From an optimization exercise on the open Yosys and OpenROAD flow, aimed at small area, a short achievable clock period and few clock cycles; shortcuts taken in it are not production practice. RTL that was checked went through simulation tests only; none was proved equivalent to the original. Only the layout flow was run in runs 1, 2, 5 and 6; the RTL was not checked for function there. Power is estimated from default activity; no workload was simulated.

--- flow/config.mk ---
export PLATFORM = sky130hd
export DESIGN_NAME = fast_top_level
export DESIGN_NICKNAME = fast_top_level
export VERILOG_FILES = /design/flow/design.v
export SDC_FILE = /design/flow/constraint.sdc
export NUM_CORES = 4
export LEC_CHECK = 0
export CAP_MARGIN = 20
export CORE_MARGIN = 2
export CORE_UTILIZATION = 40
export CTS_CLUSTER_DIAMETER = 100
export CTS_CLUSTER_SIZE = 30
export PLACE_DENSITY = 0.6
export SLEW_MARGIN = 20
--- flow/constraint.sdc ---
create_clock -name core_clock -period 8.0 [get_ports {clk}]
set_input_delay 1.6000 -clock core_clock [delete_from_list [all_inputs] [get_ports {clk}]]
set_output_delay 1.6000 -clock core_clock [all_outputs]
set_load 0.01 [all_outputs]
--- flow/design.v ---
`timescale 1ns / 10ps
module fast_top_level #(
    parameter X_MAX = 64,
    parameter Y_MAX = 64,
    parameter THRESHOLD = 20
) (
    input logic clk, n_rst,
    input logic [7:0] SRAM_in_gaus,
    input logic new_trans, SRAM_in_fast,
    input logic [$clog2(X_MAX) - 1:0] max_x, max_y,
    output logic write_SRAM_fast, read_SRAM_gaus, read_SRAM_fast, write_SRAM_OUT, done,
    output logic signed [$clog2(X_MAX):0] x_addr_gaus, y_addr_gaus, x_addr_fast, y_addr_fast, x_addr_OUT, y_addr_OUT,
    output logic [23:0] SRAM_OUT_wdata
);
localparam int K    = 13;            
localparam int P    = K + 6;         
localparam int CI   = 3 * P + 1;     
localparam int LEN  = 6 * P + 3;     
localparam int GI   = 2 * P + 2;     
localparam int GLEN = 4 * P + 5;     
localparam int TE   = 3 * P + 3;     
localparam int TW   = 5 * P + 8;     
localparam int EO   = TE % P;        
localparam int WO   = TW % P;
localparam int AW   = $clog2(X_MAX) + 1;
logic [5:0] mxq, myq;                
logic [5:0] xlast, xm4;              
logic signed [7:0] hlim;             
logic ntq, busy, fin, finq, rg_q;
logic [6:0] tc;
logic e_on, w_on;
always_ff @(posedge clk) begin
    mxq   <= max_x;
    myq   <= max_y;
    xlast <= mxq - 6'd1;
    xm4   <= mxq - 6'd4;
    hlim  <= $signed({2'b0, myq}) + 8'sd2 - 8'(K);
end
always_ff @(posedge clk, negedge n_rst) begin
    if (!n_rst) begin
        ntq  <= 1'b0;
        busy <= 1'b0;
        rg_q <= 1'b0;
        e_on <= 1'b0;
        w_on <= 1'b0;
        finq <= 1'b0;
        done <= 1'b0;
        tc   <= '0;
    end else begin
        ntq  <= new_trans;
        finq <= fin;
        if (ntq)      busy <= 1'b1;
        else if (fin) busy <= 1'b0;
        if (ntq)      rg_q <= 1'b1;
        else if (fin) rg_q <= 1'b0;
        if (ntq || fin)               e_on <= 1'b0;
        else if (busy && tc == 7'(TE - 1)) e_on <= 1'b1;
        if (ntq || fin)               w_on <= 1'b0;
        else if (busy && tc == 7'(TW - 1)) w_on <= 1'b1;
        if (new_trans) done <= 1'b0;
        else if (finq) done <= 1'b1;
        if (ntq)                  tc <= '0;
        else if (tc != 7'(TW))    tc <= tc + 7'd1;
    end
end
function automatic logic [31:0] rmask(input integer off, input integer lo1, input integer hi1,
                                      input integer lo2, input integer hi2);
    integer n, r;
    for (int q = 0; q < 32; q++) begin
        n = (q == 31) ? 0 : (q + 1) % P;
        r = (n - off + P) % P;
        rmask[q] = (q < P || q == 31) && ((r >= lo1 && r <= hi1) || (r >= lo2 && r <= hi2));
    end
endfunction
localparam logic [31:0] M_REND = rmask(0,  P - 1, P - 1, P - 1, P - 1);
localparam logic [31:0] M_EEND = rmask(EO, P - 1, P - 1, P - 1, P - 1);
localparam logic [31:0] M_EOWN = rmask(EO, 3, K + 2, 3, K + 2);
localparam logic [31:0] M_ERD  = rmask(EO, 0, 2, P - 1, P - 1);
localparam logic [31:0] M_WEND = rmask(WO, P - 1, P - 1, P - 1, P - 1);
localparam logic [31:0] M_WROW = rmask(WO, 1, K, 1, K);
localparam logic [31:0] M_WLST = rmask(WO, K, K, K, K);
logic [4:0] rr, rq;
logic r_end, e_end, e_own, e_rd, w_end, w_row, w_lrow;
assign rq = ntq ? 5'd31 : rr;
always_ff @(posedge clk) begin
    rr     <= (ntq || r_end) ? 5'd0 : rr + 5'd1;
    r_end  <= M_REND[rq];
    e_end  <= M_EEND[rq];
    e_own  <= M_EOWN[rq];
    e_rd   <= M_ERD[rq];
    w_end  <= M_WEND[rq];
    w_row  <= M_WROW[rq];
    w_lrow <= M_WLST[rq];
end
logic [5:0] rx, ex, wx;
logic [6:0] ry0, ey0, wy0;
logic signed [7:0] ry, ey, wy;
logic [3:1] eml, emr, wml, wmr;
stage_pos #(.K(K)) pos_r (.clk(clk), .init(ntq), .adv(busy), .colend(r_end),
                          .xlast(xlast), .xm4(xm4), .x(rx), .y0(ry0), .y(ry), .ml(), .mr());
stage_pos #(.K(K)) pos_e (.clk(clk), .init(ntq), .adv(e_on), .colend(e_end),
                          .xlast(xlast), .xm4(xm4), .x(ex), .y0(ey0), .y(ey), .ml(eml), .mr(emr));
stage_pos #(.K(K)) pos_w (.clk(clk), .init(ntq), .adv(w_on), .colend(w_end),
                          .xlast(xlast), .xm4(xm4), .x(wx), .y0(wy0), .y(wy), .ml(wml), .mr(wmr));
assign read_SRAM_gaus = rg_q;
assign x_addr_gaus    = {1'b0, rx};
assign y_addr_gaus    = ry[AW-1:0];
logic [8*LEN-1:0] pl;
always_ff @(posedge clk)
    pl <= {pl[8*LEN-9:0], SRAM_in_gaus};
function automatic integer ptap(input integer dx, input integer dy);
    ptap = CI - (dx * P + dy);
endfunction
logic [7:0] cpn, cm;
logic cp_ok, cm_ok;
always_ff @(posedge clk) begin
    cpn   <= ~(pl[8*(CI-1) +: 8] + 8'(THRESHOLD));
    cp_ok <= pl[8*(CI-1) +: 8] < 8'(256 - THRESHOLD);
    cm    <= pl[8*(CI-1) +: 8] - 8'(THRESHOLD);
    cm_ok <= pl[8*(CI-1) +: 8] >= 8'(THRESHOLD);
end
localparam int NR = 16;
function automatic integer rdx(input integer k);
    case (k)
        0: rdx = 0;   1: rdx = 1;   2: rdx = 2;   3: rdx = 3;
        4: rdx = 3;   5: rdx = 3;   6: rdx = 2;   7: rdx = 1;
        8: rdx = 0;   9: rdx = -1; 10: rdx = -2; 11: rdx = -3;
       12: rdx = -3; 13: rdx = -2; 14: rdx = 0;  default: rdx = -1;
    endcase
endfunction
function automatic integer rdy(input integer k);
    case (k)
        0: rdy = 3;   1: rdy = 3;   2: rdy = 2;   3: rdy = 1;
        4: rdy = 0;   5: rdy = -1;  6: rdy = -2;  7: rdy = -3;
        8: rdy = -3;  9: rdy = -3; 10: rdy = -2; 11: rdy = -1;
       12: rdy = 0;  13: rdy = 2;  14: rdy = 0;  default: rdy = 3;
    endcase
endfunction
function automatic logic ge_c(input logic [7:0] a, input logic [7:0] nb);
    logic cy;
    cy = 1'b1;
    for (int i = 0; i < 8; i++)
        cy = (a[i] & nb[i]) | (a[i] & cy) | (nb[i] & cy);
    ge_c = cy;
endfunction
logic [NR-1:0] sb, sd;               
always_comb begin
    for (int k = 0; k < NR; k++) begin
        if (k == 14) begin
            sb[k] = 1'b0;
            sd[k] = 1'b0;
        end else begin
            sb[k] = cp_ok && ge_c(pl[8*ptap(rdx(k), rdy(k)) +: 8], cpn);
            sd[k] = cm_ok && ge_c(cm, ~pl[8*ptap(rdx(k), rdy(k)) +: 8]);
        end
    end
end
logic [NR-1:0] sbm, sdm;
always_comb begin
    for (int k = 0; k < NR; k++) begin
        if (rdx(k) > 0 && emr[rdx(k)]) begin
            sbm[k] = 1'b0;
            sdm[k] = cm_ok;
        end else if (rdx(k) < 0 && eml[-rdx(k)]) begin
            sbm[k] = 1'b0;
            sdm[k] = cm_ok;
        end else begin
            sbm[k] = sb[k];
            sdm[k] = sd[k];
        end
    end
end
logic [2*NR-1:0] bw, dw;
logic arc;
always_comb begin
    bw = {sbm, sbm};
    dw = {sdm, sdm};
    arc = 1'b0;
    for (int i = 0; i < NR; i++)
        if (&bw[i +: 9] || &dw[i +: 9]) arc = 1'b1;
end
logic corner_e;
assign corner_e = arc && e_own && (ey < $signed({2'b0, myq}));
logic wf_q, rf_q;
always_ff @(posedge clk, negedge n_rst) begin
    if (!n_rst) begin
        wf_q <= 1'b0;
        rf_q <= 1'b0;
    end else begin
        wf_q <= busy && corner_e;
        rf_q <= busy && e_rd;
    end
end
logic [5:0] xf_q;
logic [6:0] yf_q;
always_ff @(posedge clk) begin
    if (e_end) begin
        xf_q <= (ex == xlast) ? 6'd0 : ex + 6'd1;
        yf_q <= (ex == xlast) ? ey0 + 7'(K - 4) : ey0 - 7'd4;
    end else begin
        xf_q <= ex;
        yf_q <= ey[6:0];
    end
end
assign write_SRAM_fast = wf_q;
assign read_SRAM_fast  = rf_q;
assign x_addr_fast     = {1'b0, xf_q};
assign y_addr_fast     = yf_q;
logic wf_d, rf_d;
logic [GLEN-1:0] gl;
always_ff @(posedge clk) begin
    wf_d <= wf_q;
    rf_d <= rf_q;
    gl   <= {gl[GLEN-2:0], rf_d ? SRAM_in_fast : wf_d};
end
function automatic integer gtap(input integer dx, input integer dy);
    gtap = GI - (dx * P + dy);
endfunction
function automatic logic gf(input integer dx, input integer dy,
                            input logic [GLEN-1:0] g, input logic [3:1] ml, mr);
    if (dx > 0)      gf = g[gtap(dx, dy)] && !mr[dx];
    else if (dx < 0) gf = g[gtap(dx, dy)] && !ml[-dx];
    else             gf = g[gtap(dx, dy)];
endfunction
logic ring_any, ring_later, w_last;
always_comb begin
    ring_later = gf(-2, 1, gl, wml, wmr) | gf(-1, 2, gl, wml, wmr) | gf(0, 2, gl, wml, wmr)
               | gf(1, 2, gl, wml, wmr)  | gf(2, 1, gl, wml, wmr)  | gf(2, 0, gl, wml, wmr);
    ring_any   = ring_later
               | gf(2, -1, gl, wml, wmr) | gf(1, -2, gl, wml, wmr) | gf(0, -2, gl, wml, wmr)
               | gf(-1, -2, gl, wml, wmr) | gf(-2, -1, gl, wml, wmr) | gf(-2, 0, gl, wml, wmr);
end
assign w_last = w_lrow && (wx == xlast) && ($signed({1'b0, wy0}) >= hlim);
assign fin    = w_on && w_last;
logic wo_q, yel_q;
logic [5:0] xo_q;
logic [6:0] yo_q;
always_ff @(posedge clk, negedge n_rst) begin
    if (!n_rst) wo_q <= 1'b0;
    else        wo_q <= w_on && w_row && (gl[GI] || ring_any);
end
always_ff @(posedge clk) begin
    xo_q  <= wx;
    yo_q  <= wy[6:0];
    yel_q <= gl[GI] && !ring_later;
end
assign write_SRAM_OUT = wo_q;
assign x_addr_OUT     = {1'b0, xo_q};
assign y_addr_OUT     = yo_q;
assign SRAM_OUT_wdata = {8'hFF, yel_q ? 8'hFF : 8'h20, yel_q ? 8'h00 : 8'h90};
endmodule
module stage_pos #(
    parameter int K = 13
) (
    input  logic clk,
    input  logic init, adv, colend,
    input  logic [5:0] xlast, xm4,           
    output logic [5:0] x,
    output logic [6:0] y0,
    output logic signed [7:0] y,
    output logic [3:1] ml, mr
);
always_ff @(posedge clk) begin
    if (init) begin
        x  <= '0;
        y0 <= '0;
        y  <= -8'sd3;
        ml <= 3'b111;
        mr <= 3'b000;
    end else if (adv) begin
        if (colend) begin
            if (x == xlast) begin
                x  <= '0;
                y0 <= y0 + 7'(K);
                y  <= $signed({1'b0, y0}) + 8'(K - 3);
                ml <= 3'b111;
                mr <= 3'b000;
            end else begin
                x  <= x + 6'd1;
                y  <= $signed({1'b0, y0}) - 8'sd3;
                ml <= {ml[2:1], 1'b0};
                mr <= {mr[3] || (x == xm4), mr[3:2]};
            end
        end else begin
            y <= y + 8'sd1;
        end
    end
end
endmodule
--- flow/flow/run.sh ---
#!/bin/bash
# Standard layout, with timing repair aimed below the clock period (setup
# margin) and plain buffers on the ports. The make output goes to
# standard_finish.log; each ORFS step logs to orfs/logs/.
set -euo pipefail
bash standard.sh SETUP_SLACK_MARGIN=5.4 \
    "BUFFER_PORTS_ARGS=-buffer_cell sky130_fd_sc_hd__buf_4" \
    finish > standard_finish.log 2>&1
--- flow/standard.sh ---
#!/bin/bash
# synth_recipe.tcl (not shown) runs the flow's synth.tcl, then flattens the netlist and writes it again
# the make line also repeats each setting of config.mk as NAME=value (left out here)
make -C /OpenROAD-flow-scripts/flow DESIGN_CONFIG=/design/flow/config.mk WORK_HOME=/design/flow/orfs CLKGATE_MAP_FILE= SYNTH_SCRIPT=/design/flow/synth_recipe.tcl "${@:-finish}"
==> results of run 1 <==
[registers in the layout (all words and copies together), names as in the netlist, 7 cells and up]
register / count
pos_e.y: 8
pos_w.y0: 7
gl: 80
pos_w.y: 7
pl: 936
tc: 7
yo_q: 7
pos_e.y0: 7
hlim: 8
yf_q: 7
pos_r.y: 7
pos_r.y0: 7
[repair_timing]
action                                  CTS  global route
pin swaps                                 7            27
buffers inserted                         23            36
endpoints found under the setup margin   89            72
gates resized for setup                 145            67
gates cloned                              2             1
[worst register-to-register path, stage by stage (launching register included)]
cell and delay, ns:
dfxtp_4 0.39, buf_6 0.15, o31ai_2 0.23, nand2_1 0.08, maj3_2 0.35, maj3_2 0.33
maj3_2 0.31, maj3_2 0.34, maj3_2 0.33, a22oi_2 0.15, o41ai_2 0.08
[power by group]
part / leakage (nW) / switching (mW) / internal, mW
Combinational: 3.44 / 0.0771 / 0.0762
Clock: 0.657 / 1.72 / 1.12
Sequential: 9.86 / 0.0779 / 6.06
[per-stage QoR]
stage               instance area, sq um  worst slack (ns)
floorplan                          31700              5.41
global placement                   33100              4.47
detailed placement                 33100              4.37
CTS                                35100              5.10
global route                       35600              5.03
finish                             35600              5.12
[synthesized netlist by cell type, types with 7 or more instances]
master        n
o21a_1        7
dfrtp_1      16
clkbuf_1     63
a22oi_1      10
mux2i_1       9
o22ai_1      19
maj3_2       12
a21o_1        8
o21ai_0      84
o211ai_1     23
inv_1        70
nor2b_1      15
o21bai_1      7
or2_2        19
a222oi_1      7
nor4_1        8
nor3_1       37
nand2b_1     28
nand4_1       9
o221ai_1     12
xnor2_1      50
xor2_1       54
a211oi_1     11
or3_1         8
nand3_1      36
o31ai_1      18
buf_2         9
a21oi_1     110
and2_1        9
a22o_1       10
maj3_1       50
ha_1         39
o2111ai_1     8
a31oi_1      13
dfxtp_1    1174
buf_4        30
nand2_1     121
a221oi_1     15
nor2_1      136
[metal layers]
metal | part of all wire, % | track usage (%)
met1 | 45 | 19.0
met2 | 46 | 23.8
met3 | 5.5 | 2.45
met4 | 3.3 | 5.26
met5 | 0 | 0
[cell type report]
class	instances	area, sq um
clock buffers	51	1200
clock inverters	9	148
fillers	7101	43200
inverters	75	308
multi-input cells	1089	7200
flip-flops and latches	1190	24000
well taps	1050	1310
repair buffers	143	1370
repair inverters	1	7.51
[kinds of logic after synthesis]
group | count (synthesis) | synth area share, %
flops | 1190 | 75.5
mux | 13 | 0.427
xor+xnor | 104 | 2.88
compound gates | 405 | 8.41
fa+ha+maj | 101 | 3.55
simple gates | 448 | 6.62
buf+inv | 185 | 2.63
other cells | 2 | 0.0237
[how the worst max path moves through the flow]
| stage | startpoint | end | slack (ns) | cells after the start |
|---|---|---|---|---|
| floorplan | pl[464] | wf_q | 5.41 | 11 |
| global placement | cpn[0] | wf_q | 4.47 | 10 |
| detailed placement | pl[466] | wf_q | 4.37 | 10 |
| CTS | wf_q | write_SRAM_fast | 5.10 | 1 |
| global route | cpn[1] | wf_q | 5.03 | 14 |
| finish | cpn[1] | wf_q | 5.12 | 10 |
==> metrics.md, run 1 <==
| Metric | Value |
|---|---|
| Status | `finished clean` |
| Internal reg-to-reg setup slack | `5.12 ns` |
| Final hold vios | `0` |
| Vias in the first global route | `16,500` |
| Hold-fix buffer count after cts | `0` |
| WL/cell | `16.7 um` |
| Root Driver | `clkbuf_16` |
| Starting DRT DRC Count | `1,219` |
| Vias | `17,000` |
| Cell area power density | `257 mW/mm^2` |
| Top post-synthesis cells by area | `dfxtp_1 74%, a21oi_1 1.7%, nor2_1 1.6%, maj3_1 1.6%, ha_1 1.5%` |
| Hold path endpoint | `pl[220]` |
| Dpl hpwl | `40,100 um` |
| Pre-antenna DRT Iters | `6` |
| Diodes inserted | `0` |
| DRC | `0` |
| Commonest non-fill, non-tap cell in the layout | `dfxtp_1` |
| R2R Path Start | `cpn[1]` |
| Die H | `285 um` |
| Die Span X | `285 um` |
| Overall power | `9.13 mW` |
| Synth area leader | `dfxtp_1` |
| Gr ovfl total | `0` |
| Post-synth EDFFs | `0` |
| Critical path buffers and inverters | `1` |
| Hold WS | `0.318 ns` |
| Fin crit period | `2.88 ns` |
| Sequential area share after synthesis | `75.5%` |
| Most frequent cells in the layout | `1,118 x dfxtp_1, 134 x nor2_1, 121 x nand2_1, 106 x a21oi_1, 80 x buf_4` |
| Setup CP Type | `reg -> reg` |
| First-pass GRT wire length | `92,500 um` |
| Gpl congestion | `0.843` |
| Die area | `0.0815 sq mm` |
| CORE AREA | `0.0787 sq mm` |
| Nets@finish | `2,610` |
| CP Max Fanout | `10` |
| CP top delay family | `adder cells` |
| Ys Warns | `21` |
| Crit path cell chain | `buf_6 -> o31ai_2 -> nand2_1 -> maj3_2 -> maj3_2 -> maj3_2 -> maj3_2 -> maj3_2 -> a22oi_2 -> o41ai_2` |
| Setup Skew | `0.0335 ns` |
| Fin crit share | `36.0%` |
| Fmax | `347 MHz` |
| Max VDD drop | `0.205 mV` |
| Routed wire length | `60,200 um` |
| Worst Hold Class | `reg -> reg` |
| Row cnt | `103` |
| Delay of the slowest critical-path stage | `0.39 ns` |
| Count of cell types in the netlist | `76` |
| Buffers on Ports | `76` |
| Most frequent CP cell | `maj3_2` |
| Worst hold stages | `0` |
| Setup-failing EPs final | `0` |
| Io pins | `95` |
| Initial Util | `40.2%` |
| Placed cell count | `3,486` |
| Reg clk slew, reported paths | `0.10 ns` |
| Cts bufs inserted | `47` |
| #FFs+latches synth | `1,190` |
| Largest net degree at the start of global routing | `77` |
| Synthesis-to-layout area growth | `12.3%` |
| Pins Over Slew Limit | `0` |
| Syn Std Cell Area | `0.0317 sq mm` |
| Reg2reg path depth | `10` |
| Clock buffer depth | `3` |
| CP required | `8.52 ns` |
| Final std cells w/o fill | `3,608` |
| H-tree depth | `2` |
| DR vias/cell | `4.71` |
| Clock Latency Late Sink | `0.64 ns` |
| Crit path capture type | `flip-flop` |
| Max cap viols | `0` |
| RSZ-0062 raised after global routing | `true` |
| Total negative setup slack | `0 ns` |
| Primary FF master, synth | `dfxtp_1` |
| CTS tree | `done` |
| Pleak | `14.0 nW` |
| Share of cells above drive strength 1 | `13.7%` |
| Slew headroom | `48.0%` |
| Worst Tran Pin Value | `0.781 ns` |
| Critical Path AT | `3.41 ns` |
| CTS sink cnt | `1,190` |
| Hold Crit Start | `pl[212]` |
| Initial antenna violation count | `2` |
| Critical Path Start Type | `flip-flop` |
| Worst reg2reg path endpoint | `wf_q` |
| Post-layout util | `45.2%` |
| Synth top area share | `74.2%` |
| Total GRT Usage | `14.4%` |
| Mapped Cells | `2,448` |
| DRT antenna net count | `0` |
| Mapped Avg Cell Area | `12.9 sq um` |
| Async set-or-reset flop fraction in the synthesized netlist | `1.34%` |
| CP max stage cell | `dfxtp_4` |
==> run 2, diff against run 1 <==
--- a/flow/config.mk
+++ b/flow/config.mk
@@ -10,4 +10,4 @@
 export CORE_UTILIZATION = 40
-export CTS_CLUSTER_DIAMETER = 100
-export CTS_CLUSTER_SIZE = 30
+export CTS_CLUSTER_DIAMETER = 90
+export CTS_CLUSTER_SIZE = 25
 export PLACE_DENSITY = 0.6
==> run 2 against run 1 <==
  * Still clean
  * Area after synthesis unchanged
  * Routed wire length decreased by 0.67%
  * Sequential power about the same
==> metrics.md, run 2 <==
| Metric | Value |
|---|---|
| Io pins | `95` |
| DR vias/cell | `4.71` |
| Root Driver | `clkbuf_16` |
| Top post-synthesis cells by area | `dfxtp_1 74%, a21oi_1 1.7%, nor2_1 1.6%, maj3_1 1.6%, ha_1 1.5%` |
| Routed wire length | `59,800 um` |
| Die Span X | `285 um` |
| Critical Path AT | `3.43 ns` |
| Synthesis-to-layout area growth | `12.8%` |
| CTS tree | `done` |
| Setup Skew | `0.0323 ns` |
| Mapped Cells | `2,448` |
| Gr ovfl total | `0` |
| Starting DRT DRC Count | `1,186` |
| Slew headroom | `47.8%` |
| Most numerous cell in the Yosys netlist | `dfxtp_1` |
| Pleak | `14.0 nW` |
| Final hold vios | `0` |
| Pins Over Slew Limit | `0` |
| WL/cell | `16.5 um` |
| Hold WS | `0.316 ns` |
| Total GRT Usage | `14.5%` |
| Reg clk slew, reported paths | `0.09 ns` |
| Die H | `285 um` |
| Setup-failing EPs final | `0` |
| Sequential area share after synthesis | `75.5%` |
| Pre-antenna DRT Iters | `7` |
| Post-synth top cells | `1,174 x dfxtp_1, 136 x nor2_1, 121 x nand2_1` |
| Reg2reg path depth | `10` |
| Initial antenna violation count | `2` |
| Most frequent CP cell | `maj3_2` |
| CP max stage cell | `dfxtp_4` |
| Cell area power density | `262 mW/mm^2` |
| CTS sink cnt | `1,190` |
| Crit path depth | `10` |
| First-pass GRT wire length | `93,000 um` |
| Post-synth EDFFs | `0` |
| CP Max Fanout | `10` |
| Commonest non-fill, non-tap cell in the layout | `dfxtp_1` |
| Filler instances | `7,100` |
| Count of cell types in the netlist | `76` |
| Synth area leader | `dfxtp_1` |
| R2R Path Start | `cpn[1]` |
| CP top delay family | `adder cells` |
| Dpl hpwl | `40,100 um` |
| Cts bufs inserted | `55` |
| Largest register FFs | `936` |
| Worst Tran Pin Value | `0.784 ns` |
| Critical path buffers and inverters | `1` |
| Worst setup path endpoint | `wf_q` |
| Delay of the slowest critical-path stage | `0.37 ns` |
| Fin crit share | `36.3%` |
| Total negative setup slack | `0 ns` |
| Primary FF master, synth | `dfxtp_1` |
| Area of the multi-input gates | `0.00717 sq mm` |
| Ys Warns | `21` |
| RSZ-0062 raised after global routing | `true` |
| Synth top area share | `74.2%` |
| Share of cells above drive strength 1 | `13.5%` |
| DRC | `0` |
| Diodes inserted | `0` |
| Max cap viols | `0` |
| Row cnt | `103` |
| Largest registers | `pl (936), gl (80)` |
| Die area | `0.0815 sq mm` |
| Fmax | `345 MHz` |
| Vias in the first global route | `16,600` |
| Post-layout util | `45.4%` |
| Most frequent cells in the layout | `1,124 x dfxtp_1, 134 x nor2_1, 121 x nand2_1, 106 x a21oi_1, 79 x o21ai_0` |
| Max VDD drop | `0.202 mV` |
| Initial Util | `40.2%` |
| Vias | `17,000` |
| #FFs+latches synth | `1,190` |
| Clock Latency Late Sink | `0.65 ns` |
| Most flop-heavy register | `pl` |
| Crit path from | `cpn[1]` |
| Worst Hold Class | `reg -> reg` |
| Mapped Avg Cell Area | `12.9 sq um` |
| Buffers on Ports | `76` |
| Reg area | `0.0240 sq mm` |
| Syn Std Cell Area | `0.0317 sq mm` |
| Largest net degree at the start of global routing | `77` |
| Crit path cell chain | `buf_6 -> o31ai_4 -> nand2_1 -> maj3_2 -> maj3_2 -> maj3_2 -> maj3_2 -> maj3_2 -> a22oi_2 -> o41ai_2` |
| Gpl congestion | `0.843` |
| DRT antenna net count | `0` |
| Async set-or-reset flop fraction in the synthesized netlist | `1.34%` |
| Internal reg-to-reg setup slack | `5.10 ns` |
| Fin crit period | `2.90 ns` |
| H-tree depth | `2` |
| Nets@finish | `2,613` |
| Status | `finished clean` |
| CORE AREA | `0.0787 sq mm` |
| CP required | `8.53 ns` |
| Setup CP Type | `reg -> reg` |
| Crit path capture type | `flip-flop` |
| Critical Path Start Type | `flip-flop` |
| Overall power | `9.36 mW` |
| Clock buffer depth | `3` |
| Worst reg2reg path endpoint | `wf_q` |
==> run 2: cell types whose count changed in the layout (fill, tap and decap cells not counted), sizes merged <==
| cell | change |
|---|---|
| bufinv | +2 |
| clkinv | +5 |
| buf | -4 |
| clkbuf | +7 |
| clkinvlp | +1 |
| inv | -6 |
==> run 2: cell families (layout without fill, tap and decap cells) <==
family / Yosys count / after routing / synth area share [%]
flops: 1190 / 1190 / 75.5
simple gates: 448 / 448 / 6.62
compound gates: 405 / 405 / 8.41
buf+inv: 185 / 284 / 2.63
xor+xnor: 104 / 104 / 2.88
fa+ha+maj: 101 / 101 / 3.55
mux: 13 / 13 / 0.427
other cells: 2 / 18 / 0.0237
==> run 2: worst register-to-register path: cells and delay by family, from the launching register on <==
family	cells	cell delay, ns
simple gates	1	0.08
flops	1	0.37
fa+ha+maj	5	1.67
buf+inv	1	0.15
compound gates	3	0.51
==> run 2: cell type report <==
type                       instances  area share (%)
clock buffer                      59            3.92
clock inverter                    11           0.571
inverter                          75           0.872
multi-input combinational       1089            20.1
sequential                      1190            67.2
tap                             1050            3.68
timing repair buffer             138            3.64
timing repair inverter             1          0.0210
==> run 2: power breakdown <==
| group | leakage, nW | switching, mW | internal (mW) |
|---|---|---|---|
| Sequential | 9.86 | 0.0779 | 6.06 |
| Clock | 0.782 | 1.73 | 1.34 |
| Combinational | 3.39 | 0.0765 | 0.0758 |
| Total | 14.0 | 1.88 | 7.48 |
==> run 2: through the flow <==
| step | setup slack (ns) | std cells | instance area [sq um] |
|---|---|---|---|
| floorplan | 5.41 | 2464 | 31700 |
| global placement | 4.47 | 3486 | 33100 |
| detailed placement | 4.37 | 3486 | 33100 |
| CTS | 5.09 | 3590 | 35500 |
| global route | 5.05 | 3613 | 35700 |
| finish | 5.10 | 3613 | 35700 |
==> run 2: layer usage <==
layer	up-vias	share of wire [%]	routed length (um)	global-route usage, %
met5	-	0	0	0
met4	0	3.4	2060	5.76
met3	113	4.7	2790	2.23
met2	425	47	27800	24.0
met1	8140	45	27100	19.1
li1	8347	-	-	-
==> run 2: how the worst min path moves through the flow <==
stage | start | end | slack [ns] | depth (start not counted)
2_1_floorplan | gl[9] | gl[10] | 0.31 | 0
3_3_place_gp | pl[256] | pl[264] | 0.31 | 0
3_5_place_dp | pl[284] | pl[292] | 0.31 | 0
4_1_cts | pl[602] | pl[610] | 0.32 | 0
5_1_grt | pl[590] | pl[598] | 0.32 | 0
6_report | pl[602] | pl[610] | 0.32 | 0
==> run 2: timing repair <==
item                                   4_1_cts  5_1_grt
hold buffers                                 0        0
gates resized for setup                    160       30
setup endpoints to repair                   89       68
pin swaps                                   10       16
endpoints found under the hold margin        0        0
gates cloned                                 2        0
buffers inserted                            32       23
==> run 3, diff against run 2 <==
--- a/flow/design.v
+++ b/flow/design.v
@@ -25,4 +25,4 @@
 localparam int AW   = $clog2(X_MAX) + 1;
-logic [5:0] mxq, myq;                
 logic [5:0] xlast, xm4;              
+logic signed [7:0] hm1;              
 logic signed [7:0] hlim;             
@@ -32,7 +32,6 @@
 always_ff @(posedge clk) begin
-    mxq   <= max_x;
-    myq   <= max_y;
-    xlast <= mxq - 6'd1;
-    xm4   <= mxq - 6'd4;
-    hlim  <= $signed({2'b0, myq}) + 8'sd2 - 8'(K);
+    xlast <= max_x - 6'd1;
+    xm4   <= max_x - 6'd4;
+    hm1   <= $signed({2'b0, max_y}) - 8'sd1;
+    hlim  <= $signed({2'b0, max_y}) + 8'sd2 - 8'(K);
 end
@@ -76,2 +75,4 @@
 localparam logic [31:0] M_EEND = rmask(EO, P - 1, P - 1, P - 1, P - 1);
+localparam logic [31:0] M_EFST = rmask(EO, 0, 0, 0, 0);
+localparam logic [31:0] M_WFST = rmask(WO, 0, 0, 0, 0);
 localparam logic [31:0] M_EOWN = rmask(EO, 3, K + 2, 3, K + 2);
@@ -82,3 +83,3 @@
 logic [4:0] rr, rq;
-logic r_end, e_end, e_own, e_rd, w_end, w_row, w_lrow;
+logic r_end, e_end, e_fst, e_own, e_rd, w_end, w_fst, w_row, w_lrow;
 assign rq = ntq ? 5'd31 : rr;
@@ -88,2 +89,4 @@
     e_end  <= M_EEND[rq];
+    e_fst  <= M_EFST[rq];
+    w_fst  <= M_WFST[rq];
     e_own  <= M_EOWN[rq];
@@ -96,3 +99,3 @@
 logic [6:0] ry0, ey0, wy0;
-logic signed [7:0] ry, ey, wy;
+logic signed [7:0] ry;
 logic [3:1] eml, emr, wml, wmr;
@@ -101,5 +104,5 @@
 stage_pos #(.K(K)) pos_e (.clk(clk), .init(ntq), .adv(e_on), .colend(e_end),
-                          .xlast(xlast), .xm4(xm4), .x(ex), .y0(ey0), .y(ey), .ml(eml), .mr(emr));
+                          .xlast(xlast), .xm4(xm4), .x(ex), .y0(ey0), .y(), .ml(eml), .mr(emr));
 stage_pos #(.K(K)) pos_w (.clk(clk), .init(ntq), .adv(w_on), .colend(w_end),
-                          .xlast(xlast), .xm4(xm4), .x(wx), .y0(wy0), .y(wy), .ml(wml), .mr(wmr));
+                          .xlast(xlast), .xm4(xm4), .x(wx), .y0(wy0), .y(), .ml(wml), .mr(wmr));
 assign read_SRAM_gaus = rg_q;
@@ -181,4 +184,5 @@
 end
+logic signed [7:0] yf_q;
 logic corner_e;
-assign corner_e = arc && e_own && (ey < $signed({2'b0, myq}));
+assign corner_e = arc && e_own && (yf_q < hm1);
 logic wf_q, rf_q;
@@ -189,4 +193,4 @@
     end else begin
-        wf_q <= busy && corner_e;
-        rf_q <= busy && e_rd;
+        wf_q <= e_on && corner_e;
+        rf_q <= e_on && e_rd;
     end
@@ -194,3 +198,2 @@
 logic [5:0] xf_q;
-logic [6:0] yf_q;
 always_ff @(posedge clk) begin
@@ -198,6 +201,6 @@
         xf_q <= (ex == xlast) ? 6'd0 : ex + 6'd1;
-        yf_q <= (ex == xlast) ? ey0 + 7'(K - 4) : ey0 - 7'd4;
+        yf_q <= (ex == xlast) ? $signed({1'b0, ey0}) + 8'(K - 4) : $signed({1'b0, ey0}) - 8'sd4;
     end else begin
         xf_q <= ex;
-        yf_q <= ey[6:0];
+        yf_q <= e_fst ? $signed({1'b0, ey0}) - 8'sd3 : yf_q + 8'sd1;
     end
@@ -207,3 +210,3 @@
 assign x_addr_fast     = {1'b0, xf_q};
-assign y_addr_fast     = yf_q;
+assign y_addr_fast     = yf_q[AW-1:0];
 logic wf_d, rf_d;
@@ -235,2 +238,4 @@
 logic wo_q, yel_q;
+logic [6:0] ey0_w3;
+assign ey0_w3 = wy0 - 7'd3;
 logic [5:0] xo_q;
@@ -243,3 +248,3 @@
     xo_q  <= wx;
-    yo_q  <= wy[6:0];
+    yo_q  <= w_fst ? ey0_w3 : yo_q + 7'd1;
     yel_q <= gl[GI] && !ring_later;
--- a/flow/flow/run.sh
+++ b/flow/flow/run.sh
@@ -6,3 +6,3 @@
 bash standard.sh SETUP_SLACK_MARGIN=5.4 \
-    "BUFFER_PORTS_ARGS=-buffer_cell sky130_fd_sc_hd__buf_4" \
+    "BUFFER_PORTS_ARGS=-buffer_cell sky130_fd_sc_hd__buf_2" \
     finish > standard_finish.log 2>&1
--- a/flow/config.mk
+++ b/flow/config.mk
@@ -10,4 +10,4 @@
 export CORE_UTILIZATION = 40
-export CTS_CLUSTER_DIAMETER = 90
-export CTS_CLUSTER_SIZE = 25
+export CTS_CLUSTER_DIAMETER = 100
+export CTS_CLUSTER_SIZE = 34
 export PLACE_DENSITY = 0.6
==> run 3 against run 2 <==
  * Still clean on timing, DRC and antenna
  * Critical path depth decreased by 8
  * Highest routed layer unchanged
  * Cell area decreased by 3.2%
  * Non-clock buffer count decreased by 14
  * Clock-buffer cell count decreased by 12
==> metrics.md, run 3 <==
| Metric | Value |
|---|---|
| Setup-failing EPs final | `0` |
| Met1 Resource Use GR | `20.0%` |
| CORE AREA | `0.0775 sq mm` |
| Slew headroom | `48.2%` |
| Root Driver | `clkbuf_16` |
| Initial Util | `40.4%` |
| WL/cell | `16.1 um` |
| CP Max Fanout | `8` |
| Starting DRT DRC Count | `1,230` |
| Vias in the first global route | `16,200` |
| Worst Tran Pin Value | `0.757 ns` |
| Gr ovfl total | `0` |
| Share of cells above drive strength 1 | `11.2%` |
| Row cnt | `102` |
| Max cap viols | `0` |
| Met2 GRT Util | `21.7%` |
| Nets@finish | `2,543` |
| Ys Warns | `21` |
| Setup Skew | `0.0273 ns` |
| Critical Path Start Type | `flip-flop` |
| Fin crit period | `2.84 ns` |
| Clock buffer depth | `3` |
| Most flop-heavy register | `pl` |
| Final hold vios | `0` |
| Fmax | `352 MHz` |
| Buffers on Ports | `76` |
| Fin crit share | `35.5%` |
| Sequential area share after synthesis | `75.2%` |
| Largest net degree at the start of global routing | `66` |
| Mapped Avg Cell Area | `13.0 sq um` |
| Largest registers | `pl (936), gl (80)` |
| Reg2reg path depth | `10` |
| Most frequent cells in the layout | `1,115 x dfxtp_1, 135 x nor2_1, 109 x nand2_1, 83 x a21oi_1, 75 x inv_1` |
| Pre-antenna DRT Iters | `7` |
| DRT antenna net count | `0` |
| Synth top area share | `73.9%` |
| Worst hold stages | `0` |
| Status | `finished clean` |
| First-pass GRT wire length | `89,400 um` |
| Crit path capture type | `output pin` |
| Setup CP Type | `reg -> out` |
| Hold WS | `0.316 ns` |
| Dpl hpwl | `38,100 um` |
| Cts bufs inserted | `43` |
| Reg clk slew, reported paths | `0.12 ns` |
| GR Util met3 | `1.95%` |
| Routed wire length | `57,000 um` |
| CTS tree | `done` |
| Die H | `284 um` |
| Count of cell types in the netlist | `87` |
| Vias | `16,700` |
| Primary FF master, synth | `dfxtp_1` |
| RSZ-0062 raised after global routing | `true` |
| Most numerous cell in the Yosys netlist | `dfxtp_1` |
| Die area | `0.0805 sq mm` |
| #FFs+latches synth | `1,172` |
| Total negative setup slack | `0 ns` |
| Gpl congestion | `0.865` |
| CTS sink cnt | `1,172` |
| Post-layout util | `44.6%` |
| DRC | `0` |
| Die Span X | `284 um` |
| Pins Over Slew Limit | `0` |
| Initial antenna violation count | `3` |
| Worst Hold Class | `reg -> reg` |
| Async set-or-reset flop fraction in the synthesized netlist | `1.37%` |
| Max VDD drop | `0.170 mV` |
| Synth area leader | `dfxtp_1` |
| H-tree depth | `2` |
| Pleak | `13.6 nW` |
| Io pins | `95` |
| DR vias/cell | `4.72` |
| Synthesis-to-layout area growth | `10.5%` |
| Commonest non-fill, non-tap cell in the layout | `dfxtp_1` |
| Total GRT Usage | `13.9%` |
| Cell area power density | `269 mW/mm^2` |
| CP required | `6.40 ns` |
| Top post-synthesis cells by area | `dfxtp_1 74%, nor2_1 1.7%, xor2_1 1.6%, ha_1 1.5%, xnor2_1 1.4%` |
| Syn Std Cell Area | `0.0313 sq mm` |
| Post-synth top cells | `1,156 x dfxtp_1, 138 x nor2_1, 109 x nand2_1` |
| Largest register FFs | `936` |
| Critical Path AT | `1.24 ns` |
| Post-synth EDFFs | `0` |
| GRT busiest layer | `met2` |
| Clock Latency Late Sink | `0.63 ns` |
| Mapped Cells | `2,416` |
## run 3: stage by stage
| step | total power, mW | cell area (sq um) | cells | setup slack (ns) |
|---|---|---|---|---|
| 2_1_floorplan | 6.43 | 31400 | 2432 | 5.52 |
| 3_3_place_gp | 6.53 | 32500 | 3439 | 4.64 |
| 3_5_place_dp | 6.53 | 32500 | 3439 | 4.58 |
| 4_1_cts | 9.41 | 34400 | 3529 | 5.11 |
| 5_1_grt | 9.68 | 34600 | 3535 | 5.08 |
| 6_report | 9.31 | 34600 | 3537 | 5.16 |
## run 3: cell families (layout without fill, tap and decap cells)
logic type	after synthesis	after routing	synth area share, %
xor gates and xnor gates	107	107	2.99
adders and majority gates	82	82	2.97
other	2	20	0.0240
DFF	1172	1172	75.2
muxes	13	13	0.428
and+or+nand+nor	453	453	6.84
AOI/OAI and AO/OA	385	385	8.59
buffers and inverters	202	265	2.94
## run 3: critical path, cell delays in order, from the launching register on
cell and delay (ns):
dfxtp_4 0.45, inv_4 0.05, buf_6 0.12
## run 3: worst paths after layout
check / startpoint / to / slack (ns)
max in group asynchronous: n_rst / wf_q / 6.75
min in group asynchronous: n_rst / wo_q / 0.89
setup / recovery: yel_q / SRAM_OUT_wdata[4] / 5.16
setup reg to reg: pl[466] / wf_q / 5.16
hold / removal: pl[873] / pl[881] / 0.32
hold reg to reg: pl[873] / pl[881] / 0.32
## run 3: what timing repair did
item,4_1_cts,5_1_grt
buffers inserted,32,6
resized for setup,112,31
pin swaps,0,3
hold buffers,0,0
setup endpoints to repair,72,87
## run 3: area by class of cell
class / count / area [sq um]
Multi-Input combinational cell: 1058 / 6970
Tap cell: 1040 / 1300
Antenna cell: 2 / 5.00
Timing Repair Buffer: 124 / 1020
Clock buffer: 47 / 1100
Clock inverter: 11 / 213
Fill cell: 6975 / 42900
Sequential cell: 1172 / 23600
Inverter: 83 / 329
## run 3: report_power, final
| part | switching, mW | internal [mW] |
|---|---|---|
| registers | 0.0962 | 6.01 |
| logic | 0.201 | 0.225 |
| clock network | 1.70 | 1.08 |
## run 3: layer usage
metal | part of all wire [%] | wire length (um)
met5 | 0 | 0
met2 | 44 | 25000
met4 | 2.5 | 1440
met1 | 50 | 28600
met3 | 3.5 | 1990
Testbench counts of run 3, summed over its fixed seeds: cycles 97,376.
==> run 4, diff against run 3 <==
--- a/flow/flow/run.sh
+++ b/flow/flow/run.sh
@@ -6,3 +6,3 @@
 bash standard.sh SETUP_SLACK_MARGIN=5.4 \
-    "BUFFER_PORTS_ARGS=-buffer_cell sky130_fd_sc_hd__buf_2" \
+    "BUFFER_PORTS_ARGS=-buffer_cell sky130_fd_sc_hd__buf_4" \
     finish > standard_finish.log 2>&1
--- a/flow/config.mk
+++ b/flow/config.mk
@@ -11,3 +11,3 @@
 export CTS_CLUSTER_DIAMETER = 100
-export CTS_CLUSTER_SIZE = 34
+export CTS_CLUSTER_SIZE = 30
 export PLACE_DENSITY = 0.6
==> run 4 against run 3 <==
  * Sequential share of layout area decreased by 0.47 points
  * Flip-flop and latch count unchanged
  * Register-to-register slack improved by 0.08 ns
  * Cell area increased by 0.79%
  * Sequential power about the same
  * Fmax decreased by 0.51%
  * Cell count about the same
  * Non-clock buffer count decreased by 1
  * First-iteration DRC count decreased by 9.0%
  * Largest cell class unchanged
==> metrics.md, run 4 <==
| Metric | Value |
|---|---|
| Final hold vios | `0` |
| Gpl congestion | `0.859` |
| Root Driver | `clkbuf_16` |
| Largest net degree at the start of global routing | `66` |
| CP required | `6.40 ns` |
| Dpl ws | `4.56 ns` |
| Most frequent cells in the layout | `1,109 x dfxtp_1, 134 x nor2_1, 109 x nand2_1, 84 x a21oi_1, 75 x inv_1` |
| Max cap viols | `0` |
| CP Max Fanout | `8` |
| DRC | `0` |
| Setup Skew | `0.0359 ns` |
| Largest register FFs | `936` |
| DR vias/cell | `4.69` |
| Setup CP Type | `reg -> out` |
| Initial Util | `40.4%` |
| Fin crit period | `2.85 ns` |
| #FFs+latches synth | `1,172` |
| Nets@finish | `2,548` |
| Sequential area share after synthesis | `75.2%` |
| Synth area leader | `dfxtp_1` |
| RSZ-0062 raised after global routing | `true` |
| First-pass GRT wire length | `89,500 um` |
| Reg2reg path depth | `9` |
| CTS tree | `done` |
| R2R Path Start | `cpn[6]` |
| Slew headroom | `39.2%` |
| Cts bufs inserted | `48` |
| Die area | `0.0805 sq mm` |
| Total GRT Usage | `13.9%` |
| DRT antenna net count | `0` |
| Pre-antenna DRT Iters | `5` |
| Vias | `16,600` |
| Most flop-heavy register | `pl` |
| Primary FF master, synth | `dfxtp_1` |
| Pins Over Slew Limit | `0` |
| Post-synth top cells | `1,156 x dfxtp_1, 138 x nor2_1, 109 x nand2_1` |
| Worst Hold Class | `reg -> reg` |
| Cell area power density | `271 mW/mm^2` |
| Fin crit share | `35.7%` |
| Gr ovfl total | `0` |
| Pleak | `13.7 nW` |
| Mapped Cells | `2,416` |
| CTS sink cnt | `1,172` |
| Routed wire length | `56,800 um` |
| Crit path capture type | `output pin` |
| Syn Std Cell Area | `0.0313 sq mm` |
| Dpl hpwl | `38,300 um` |
| Clock buffer depth | `3` |
| Crit path from | `yel_q` |
| Async set-or-reset flop fraction in the synthesized netlist | `1.37%` |
| Commonest non-fill, non-tap cell in the layout | `dfxtp_1` |
| Max VDD drop | `0.162 mV` |
| Fmax | `350 MHz` |
| Die H | `284 um` |
| Starting DRT DRC Count | `1,119` |
| Status | `finished clean` |
| Worst Tran Pin Value | `0.889 ns` |
| Total negative setup slack | `0 ns` |
| H-tree depth | `2` |
| Buffers on Ports | `76` |
| Ys Warns | `21` |
| CORE AREA | `0.0775 sq mm` |
| Hold Crit Start | `pl[261]` |
| Critical Path AT | `1.25 ns` |
| Count of cell types in the netlist | `87` |
| Post-synth EDFFs | `0` |
| Synthesis-to-layout area growth | `11.3%` |
| Largest registers | `pl (936), gl (80)` |
| Most numerous cell in the Yosys netlist | `dfxtp_1` |
| Top post-synthesis cells by area | `dfxtp_1 74%, nor2_1 1.7%, xor2_1 1.6%, ha_1 1.5%, xnor2_1 1.4%` |
| Hold-fix buffer count after cts | `0` |
| Critical Path Start Type | `flip-flop` |
| Vias in the first global route | `16,200` |
| Initial antenna violation count | `1` |
| Row cnt | `102` |
| Reg clk slew, reported paths | `0.11 ns` |
| Worst hold stages | `0` |
| Synth top area share | `73.9%` |
| Io pins | `95` |
| Mapped Avg Cell Area | `13.0 sq um` |
| Die Span X | `284 um` |
| Share of cells above drive strength 1 | `11.4%` |
| Clock Latency Late Sink | `0.64 ns` |
| Setup-failing EPs final | `0` |
| Overall power | `9.43 mW` |
| Final worst setup slack | `5.15 ns` |
| WL/cell | `16.0 um` |
-- run 4: cell counts after synthesis --
Identical to the previous run, type by type.
-- run 4: cells by family (layout without fill, tap and decap cells) --
kind of cell / count (synthesis) / count (layout) / share of synthesized area [%]
buffers and inverters: 202 / 268 / 2.94
and+or+nand+nor: 453 / 454 / 6.84
adders and majority gates: 82 / 82 / 2.97
muxes: 13 / 13 / 0.428
DFF: 1172 / 1172 / 75.2
AOI/OAI and AO/OA: 385 / 385 / 8.59
other: 2 / 19 / 0.0240
xor gates and xnor gates: 107 / 107 / 2.99
-- run 4: critical path, stage by stage, from the launching register on --
cell,delay (ns)
dfxtp_4,0.45
inv_4,0.05
buf_6,0.12
-- run 4: cell type report --
cell class              count  area (sq um)
flip-flops and latches   1172         23700
clock buffers              53          1240
multi-input cells        1059          6970
clock inverters             9           218
repair buffers            123          1130
diodes                      1          2.50
well taps                1040          1300
fillers                  6999         42600
inverters                  83           328
-- run 4: routing by layer --
metal  GRT usage, %  wire length (um)  up-vias
met4           4.48              1550        0
li1               -                 -     8192
met1           19.9             28000     8009
met5              0                 0        -
met3           1.91              2220       83
met2           21.6             25000      306
-- run 4: per-stage QoR --
stage | area [sq um] | utilization [%] | std cells | hold slack [ns]
4_1_cts | 34700 | 44.8 | 3528 | 0.311
2_1_floorplan | 31400 | - | 2432 | 0.310
3_5_place_dp | 32700 | 42.2 | 3440 | 0.312
6_report | 34800 | 45.0 | 3540 | 0.311
3_3_place_gp | 32700 | 42.2 | 3440 | 0.310
5_1_grt | 34800 | 45.0 | 3539 | 0.303
-- run 4: path summary, 6_finish.rpt --
path,end,slack [ns]
worst min-delay path,pl[269],0.31
worst max register to register,wf_q,5.24
max in group asynchronous,wf_q,6.93
worst max-delay path,SRAM_OUT_wdata[7],5.15
min in group asynchronous,w_on,0.82
worst min register to register,pl[269],0.31
-- run 4: timing repair --
action | CTS | global route
hold endpoints to repair | 0 | 0
pin swaps | 0 | 3
setup endpoints to repair | 65 | 97
setup buffers | 26 | 10
gates resized for setup | 121 | 27
gates cloned | 0 | 1
-- run 4: power by group --
group | switching, mW | internal (mW) | leakage, nW
clock network | 1.71 | 1.19 | 0.701
registers | 0.0980 | 6.00 | 9.71
logic | 0.196 | 0.228 | 3.25
==> run 5, diff against run 4 <==
--- a/flow/design.v
+++ b/flow/design.v
@@ -31,8 +31,6 @@
 logic e_on, w_on;
-always_ff @(posedge clk) begin
-    xlast <= max_x - 6'd1;
-    xm4   <= max_x - 6'd4;
-    hm1   <= $signed({2'b0, max_y}) - 8'sd1;
-    hlim  <= $signed({2'b0, max_y}) + 8'sd2 - 8'(K);
-end
+assign xlast = max_x - 6'd1;
+assign xm4   = max_x - 6'd4;
+assign hm1   = $signed({2'b0, max_y}) - 8'sd1;
+assign hlim  = $signed({2'b0, max_y}) + 8'sd2 - 8'(K);
 always_ff @(posedge clk, negedge n_rst) begin
--- a/flow/flow/run.sh
+++ b/flow/flow/run.sh
@@ -6,3 +6,3 @@
 bash standard.sh SETUP_SLACK_MARGIN=5.4 \
-    "BUFFER_PORTS_ARGS=-buffer_cell sky130_fd_sc_hd__buf_4" \
+    "BUFFER_PORTS_ARGS=-buffer_cell sky130_fd_sc_hd__buf_2" \
     finish > standard_finish.log 2>&1
==> run 5 against run 4 <==
  * Still clean on timing, DRC and antenna
  * Sequential share of layout area is 2.4 points lower
  * Clock-buffer cell count is 5 lower
  * Global-route usage is 0.64 points higher
  * Power is 3.2% lower
  * Clock power is 8.3% lower
  * Cell area is 1.4% higher
  * Area after synthesis is 1.3% lower
  * Utilization is 1.4 points higher
  * Fmax is 7.2% lower
  * Die area is 1.3% lower
  * Combinational power is 18% higher
==> metrics.md, run 5 <==
| Metric | Value |
|---|---|
| Status | `finished clean` |
| Hold WS | `0.308 ns` |
| Fmax | `325 MHz` |
| Mapped Cells | `2,394` |
| Setup CP Type | `reg -> reg` |
| Sequential area share after synthesis | `74.5%` |
| Nets@finish | `2,571` |
| WL/cell | `16.4 um` |
| CP max stage cell | `dfxtp_2` |
| Gpl congestion | `0.881` |
| #FFs+latches synth | `1,146` |
| Fin crit share | `38.5%` |
| Pins Over Slew Limit | `0` |
| Die H | `282 um` |
| Routed wire length | `58,400 um` |
| Post-synth top cells | `1,130 x dfxtp_1, 144 x nor2_1, 93 x nand2_1` |
| Crit path cell chain | `nor2_1 -> a21o_1 -> a41oi_1 -> a311oi_1 -> a2111oi_1 -> o41ai_1 -> a2111o_1 -> a2bb2oi_1 -> nand3_1` |
| Die Span X | `282 um` |
| Count of cell types in the netlist | `86` |
| CTS sink cnt | `1,146` |
| Setup Skew | `0.0323 ns` |
| Final hold vios | `0` |
| CORE AREA | `0.0762 sq mm` |
| H-tree depth | `2` |
| Synth top area share | `73.2%` |
| Diodes inserted | `0` |
| Delay of the slowest critical-path stage | `0.59 ns` |
| Max cap viols | `0` |
| Synthesis-to-layout area growth | `14.3%` |
| Overall power | `9.12 mW` |
| Gr ovfl total | `0` |
| Hold-fix buffer count after cts | `0` |
| CTS tree | `done` |
| CP required | `8.56 ns` |
| Final std cells w/o fill | `3,548` |
| Crit path capture type | `flip-flop` |
| Critical Path Start Type | `flip-flop` |
| Most frequent cells in the layout | `1,083 x dfxtp_1, 129 x nor2_1, 90 x nand2_1, 77 x buf_6, 72 x a21oi_1` |
| DRC | `0` |
| Slew headroom | `38.6%` |
| DRT antenna net count | `0` |
| Largest registers | `pl (936), gl (80), yf_q (8)` |
| Worst Tran Pin Value | `0.908 ns` |
| Worst Hold Class | `reg -> reg` |
| Dpl hpwl | `38,300 um` |
| First-pass GRT wire length | `91,000 um` |
| Total GRT Usage | `14.5%` |
| Critical Path AT | `3.63 ns` |
| R2R Path Start | `pl[464]` |
| Mapped Avg Cell Area | `12.9 sq um` |
| Clock buffer depth | `3` |
| Pleak | `13.7 nW` |
| Crit path from | `pl[464]` |
| Most flop-heavy register | `pl` |
| Largest register FFs | `936` |
| CP Max Fanout | `19` |
| Largest net degree at the start of global routing | `66` |
| Die area | `0.0795 sq mm` |
| Ys Warns | `21` |
| Io pins | `95` |
| Synth area leader | `dfxtp_1` |
| Pre-antenna DRT Iters | `5` |
| Final worst setup slack | `4.92 ns` |
| Async set-or-reset flop fraction in the synthesized netlist | `1.40%` |
| Buffers on Ports | `76` |
| Cell area power density | `258 mW/mm^2` |
| Vias in the first global route | `16,400` |
| RSZ-0062 raised after global routing | `true` |
| Placed cell count | `3,408` |
| Reg clk slew, reported paths | `0.11 ns` |
| Initial antenna violation count | `1` |
| Initial Util | `40.6%` |
| Post-synth EDFFs | `0` |
| Total negative setup slack | `0 ns` |
| Primary FF master, synth | `dfxtp_1` |
| Max VDD drop | `0.225 mV` |
| Syn Std Cell Area | `0.0309 sq mm` |
| Fin crit period | `3.08 ns` |
| Setup-failing EPs final | `0` |
| Hold Crit Start | `pl[302]` |
| Most numerous cell in the Yosys netlist | `dfxtp_1` |
| Vias | `16,900` |
| Dpl ws | `3.50 ns` |
| Share of cells above drive strength 1 | `16.1%` |
| Starting DRT DRC Count | `1,298` |
| Commonest non-fill, non-tap cell in the layout | `dfxtp_1` |
| Top post-synthesis cells by area | `dfxtp_1 73%, nor2_1 1.7%, xnor2_1 1.6%, ha_1 1.5%, xor2_1 1.4%` |
| DR vias/cell | `4.77` |
| Row cnt | `101` |
| Cts bufs inserted | `45` |
| Root Driver | `clkbuf_16` |
| Clock Latency Late Sink | `0.62 ns` |
## run 5: kinds of logic (layout without fill, tap and decap cells)
kind of cell	Yosys count	count (layout)	share of synthesized area (%)
DFF	1146	1146	74.5
and+or+nand+nor	462	462	7.36
AOI/OAI and AO/OA	389	389	8.68
buffers and inverters	189	297	2.79
xor gates and xnor gates	108	108	3.13
adders and majority gates	80	80	2.91
muxes	18	18	0.599
other	2	18	0.0243
## run 5: final timing paths
check | to | slack, ns | depth (start not counted)
worst min register to register | pl[310] | 0.31 | 0
min in group asynchronous | ntq | 0.93 | 1
worst max register to register | wf_q | 4.92 | 9
max in group asynchronous | rg_q | 6.68 | 1
worst max-delay path | wf_q | 4.92 | 9
worst min-delay path | pl[310] | 0.31 | 0
## run 5: critical path, delay by kind of cell (launching register included)
family          cells  cell delay (ns)
flops               1             0.59
simple gates        2             0.34
compound gates      7             2.10
## run 5: area by class of cell
class	instances	area (sq um)
Timing Repair Buffer	167	1570
Clock buffer	48	1140
Multi-Input combinational cell	1075	7770
Timing Repair inverter	2	10.0
Tap cell	1030	1290
Sequential cell	1146	23100
Fill cell	6756	40900
Inverter	73	334
Clock inverter	7	87.6
## run 5: through the flow
stage	utilization, %	instance area (sq um)
2_1_floorplan	-	31200
3_3_place_gp	42.4	32300
3_5_place_dp	42.4	32300
4_1_cts	45.8	34900
5_1_grt	46.4	35300
6_report	46.4	35300
## run 5: timing repair
| item | in CTS | in global routing |
|---|---|---|
| gates resized for setup | 242 | 56 |
| endpoints found under the setup margin | 129 | 129 |
| endpoints found under the hold margin | 0 | 0 |
| gates cloned | 2 | 0 |
| pin swaps | 72 | 45 |
| buffers inserted | 64 | 19 |
## run 5: per-layer routing
layer	track usage [%]	up-vias	routed length [um]
li1	-	8246	-
met1	19.8	8251	27200
met2	23.3	325	26900
met3	2.35	112	2440
met4	5.31	0	1830
met5	0	-	0
## run 5: report_power, final
group	switching (mW)	internal (mW)	total (mW)
combinational	0.229	0.271	0.500
sequential	0.0910	5.87	5.96
clock	1.62	1.05	2.66
==> run 6, diff against run 5 <==
--- a/flow/design.v
+++ b/flow/design.v
@@ -14,3 +14,3 @@
 );
-localparam int K    = 13;            
+localparam int K    = 9;             
 localparam int P    = K + 6;         
@@ -34,3 +34,3 @@
 assign hm1   = $signed({2'b0, max_y}) - 8'sd1;
-assign hlim  = $signed({2'b0, max_y}) + 8'sd2 - 8'(K);
+assign hlim  = $signed({2'b0, max_y}) - 8'(K);
 always_ff @(posedge clk, negedge n_rst) begin
@@ -79,5 +79,6 @@
 localparam logic [31:0] M_WROW = rmask(WO, 1, K, 1, K);
-localparam logic [31:0] M_WLST = rmask(WO, K, K, K, K);
+localparam logic [31:0] M_WRW2 = rmask(WO, K + 1, K + 2, K + 1, K + 2);
+localparam logic [31:0] M_WLST = rmask(WO, K + 2, K + 2, K + 2, K + 2);
 logic [4:0] rr, rq;
-logic r_end, e_end, e_fst, e_own, e_rd, w_end, w_fst, w_row, w_lrow;
+logic r_end, e_end, e_fst, e_own, e_rd, w_end, w_fst, w_row, w_row2, w_lrow;
 assign rq = ntq ? 5'd31 : rr;
@@ -93,2 +94,3 @@
     w_row  <= M_WROW[rq];
+    w_row2 <= M_WRW2[rq];
     w_lrow <= M_WLST[rq];
@@ -225,3 +227,3 @@
 endfunction
-logic ring_any, ring_later, w_last;
+logic ring_any, ring_later, w_last, w_lband;
 always_comb begin
@@ -233,3 +235,4 @@
 end
-assign w_last = w_lrow && (wx == xlast) && ($signed({1'b0, wy0}) >= hlim);
+assign w_lband = $signed({1'b0, wy0}) >= hlim;
+assign w_last  = w_lrow && (wx == xlast) && w_lband;
 assign fin    = w_on && w_last;
@@ -242,3 +245,3 @@
     if (!n_rst) wo_q <= 1'b0;
-    else        wo_q <= w_on && w_row && (gl[GI] || ring_any);
+    else        wo_q <= w_on && (w_row || (w_row2 && w_lband)) && (gl[GI] || ring_any);
 end
==> run 6 against run 5 <==
  * Still clean
  * Non-clock buffer count increased by 13
  * Via count is 8.6% lower
  * First-iteration DRC count is 20% lower
  * Fmax fell by 17%
  * Worst setup slack lost 0.61 ns
  * Largest cell class unchanged
  * Largest power group unchanged
  * Highest routed layer unchanged
==> metrics.md, run 6 <==
| Metric | Value |
|---|---|
| Most flop-heavy register | `pl` |
| Clock Latency Late Sink | `0.61 ns` |
| Cell area power density | `257 mW/mm^2` |
| First-pass GRT wire length | `83,000 um` |
| Delay of the slowest critical-path stage | `0.48 ns` |
| Pins Over Slew Limit | `0` |
| RSZ-0062 raised after global routing | `true` |
| Pleak | `12.1 nW` |
| Fin crit share | `46.1%` |
| Routed wire length | `53,200 um` |
| Slew headroom | `37.6%` |
| Buffers on Ports | `76` |
| WL/cell | `16.8 um` |
| Max VDD drop | `0.217 mV` |
| Async set-or-reset flop fraction in the synthesized netlist | `1.70%` |
| Final std cells w/o fill | `3,167` |
| CORE AREA | `0.0657 sq mm` |
| CP max stage cell | `or4b_4` |
| CP required | `8.51 ns` |
| Count of cell types in the netlist | `77` |
| Share of cells above drive strength 1 | `16.8%` |
| Critical Path AT | `4.20 ns` |
| DRC | `0` |
| Post-synth top cells | `924 x dfxtp_1, 136 x nor2_1, 93 x o21ai_0` |
| Setup-failing EPs final | `0` |
| Crit path capture type | `flip-flop` |
| Vias | `15,500` |
| Root Driver | `clkbuf_16` |
| Die H | `262 um` |
| Most numerous cell in the Yosys netlist | `dfxtp_1` |
| Post-synth EDFFs | `0` |
| H-tree depth | `2` |
| Clock buffer depth | `3` |
| Gpl congestion | `0.889` |
| Most frequent cells in the layout | `884 x dfxtp_1, 126 x nor2_1, 88 x buf_6, 82 x nand2_1, 78 x a21oi_1` |
| Worst Hold Class | `reg -> reg` |
| Largest net degree at the start of global routing | `57` |
| Mapped Avg Cell Area | `12.2 sq um` |
| Top post-synthesis cells by area | `dfxtp_1 70%, nor2_1 1.9%, ha_1 1.8%, xnor2_1 1.8%, o21ai_0 1.7%` |
| Commonest non-fill, non-tap cell in the layout | `dfxtp_1` |
| Largest registers | `pl (744), gl (64), yf_q (8)` |
| Critical Path Start Type | `input port` |
| Initial Util | `40.5%` |
| Largest register FFs | `744` |
| Synthesis-to-layout area growth | `15.4%` |
| Synth top area share | `69.5%` |
| DRT antenna net count | `0` |
| Reg clk slew, reported paths | `0.11 ns` |
| Vias in the first global route | `15,100` |
| Ys Warns | `21` |
| Sequential area share after synthesis | `71.0%` |
| Diodes inserted | `0` |
| Row cnt | `94` |
| CTS tree | `done` |
| Max cap viols | `0` |
| Fin crit period | `3.69 ns` |
| Most frequent CP cell | `o21ai_1` |
| Cts bufs inserted | `37` |
| Nets@finish | `2,358` |
| Syn Std Cell Area | `0.0266 sq mm` |
| Primary FF master, synth | `dfxtp_1` |
| Initial antenna violation count | `0` |
| Starting DRT DRC Count | `1,038` |
| Final worst setup slack | `4.31 ns` |
| #FFs+latches synth | `940` |
| Total GRT Usage | `15.3%` |
| Status | `finished clean` |
| Gr ovfl total | `0` |
| Die Span X | `262 um` |
| Final hold vios | `0` |
| Critical path buffers and inverters | `2` |
| Dpl hpwl | `34,500 um` |
| CP top delay family | `simple AND/OR/NAND/NOR gates` |
| CTS sink cnt | `940` |
| CP Max Fanout | `2` |
| Die area | `0.0686 sq mm` |
| Pre-antenna DRT Iters | `6` |
| Mapped Cells | `2,172` |
| DR vias/cell | `4.89` |
| Synth area leader | `dfxtp_1` |
| Overall power | `7.88 mW` |
| Fmax | `271 MHz` |
| Worst Tran Pin Value | `0.934 ns` |
| Dpl ws | `3.33 ns` |
| Total negative setup slack | `0 ns` |
| Io pins | `95` |
| Placed cell count | `3,025` |
| Crit path cell chain | `buf_8 -> nor3_4 -> inv_2 -> or3_1 -> xor2_1 -> ha_1 -> o21ai_1 -> nor2_1 -> o21ai_1 -> a41oi_2 -> a211o_1 -> or4b_4 -> o41ai_2` |
| Setup CP Type | `in -> reg` |
| Setup Skew | `0.0330 ns` |
-- run 6: cell count changes after synthesis, sizes merged, moves of 8 or more --
| cell | before | now |
|---|---|---|
| dfxtp | 1130 | 924 |
| o21ai | 68 | 93 |
| nor2 | 144 | 136 |
| inv | 71 | 79 |
| clkbuf | 63 | 49 |
| buf | 53 | 65 |
| a21oi | 79 | 87 |
-- run 6: worst paths after layout --
kind,cells after the start,from,endpoint,slack [ns]
worst min register to register,0,pl[710],pl[718],0.31
min in group asynchronous,1,n_rst,done,0.91
max in group asynchronous,1,n_rst,wf_q,6.75
worst min-delay path,0,pl[710],pl[718],0.31
worst max-delay path,13,max_y[1],wf_q,4.31
worst max register to register,10,cm[6],wf_q,4.40
-- run 6: area by class of cell --
cell class                      count  area [sq um]
Multi-Input combinational cell   1056          7550
Timing Repair Buffer              180          1720
Tap cell                          864          1080
Inverter                           79           333
Clock buffer                       42           955
Clock inverter                      5          58.8
Timing Repair inverter              1          5.00
Fill cell                        5854         35000
Sequential cell                   940         19000
-- run 6: routing by layer --
layer / part of all wire [%] / up-vias / track usage (%) / wire, um
met4: 2.8 / 0 / 5.33 / 1480
met3: 4.3 / 97 / 2.21 / 2300
li1: - / 7566 / - / -
met1: 46 / 7480 / 20.8 / 24700
met2: 47 / 338 / 25.1 / 24800
met5: 0 / - / 0 / 0
-- run 6: cells by family after synthesis --
family | count (synthesis) | share of synthesized area [%]
XOR/XNOR | 108 | 3.61
AND/OR/NAND/NOR | 439 | 8.16
AO/OA/AOI/OAI | 392 | 9.75
flip-flops | 940 | 71.0
adder cells (fa/ha/maj) | 84 | 3.55
other | 2 | 0.0282
buffers and inverters | 193 | 3.32
multiplexers | 14 | 0.541
-- run 6: metrics by stage --
stage                     hold slack [ns]  util (%)  instance area, sq um
after floorplan                     0.310         -                 27000
after global placement              0.310      42.5                 27900
after detailed placement            0.312      42.5                 27900
after CTS                           0.317      46.2                 30400
after global routing                0.326      46.7                 30700
final                               0.312      46.7                 30700
-- run 6: timing repair --
| item | 4_1_cts | 5_1_grt |
|---|---|---|
| hold buffers | 0 | 0 |
| setup endpoints to repair | 130 | 130 |
| buffers inserted | 80 | 12 |
| cloned | 2 | 1 |
| gates resized for setup | 199 | 62 |
| pin swaps | 43 | 37 |
-- run 6: report_power, final --
part           total, mW  switching (mW)  internal (mW)
Combinational      0.689           0.352          0.336
Clock               2.21            1.33          0.876
Sequential          4.98           0.126           4.85

[what the ideal ports hide]
In the flow no input, the clock included, has a driving cell. The finished layouts below were timed again as built, in two steps. Step 1: set_driving_cell puts a clkbuf_16 on clk and a buf_2 on each other input, an assumption about the parent block. Step 2 times the ports against the registers' clock, not the clock port: input delays grow and output delays shrink by t, the midpoint of the rising clock arrivals with the driver on. Slacks: ideal ports / drivers / drivers and shift; pairs: ideal ports / drivers.
run | shift t [ns] | slack for setup (ns) | worst setup path at the end | clock arrival spread, ns
run 1 | 0.689 | 5.119 / 5.087 / 5.119 | register to register | 0.045 / 0.045
run 2 | 0.700 | 5.099 / 5.083 / 5.099 | register to register | 0.035 / 0.036
run 3 | 0.682 | 5.160 / 5.094 / 5.164 | register to register | 0.036 / 0.036
run 4 | 0.679 | 5.146 / 5.083 / 5.240 | register to register | 0.050 / 0.049
run 5 | 0.666 | 4.923 / 4.923 / 4.266 | input to register | 0.034 / 0.034
run 6 | 0.657 | 4.309 / 4.329 / 3.672 | input to register | 0.042 / 0.042
After both steps setup and hold are still met in every run listed. For run 5, which loses most, drivers alone change the setup slack by 0.000 ns; drivers and shift together by -0.657 ns.
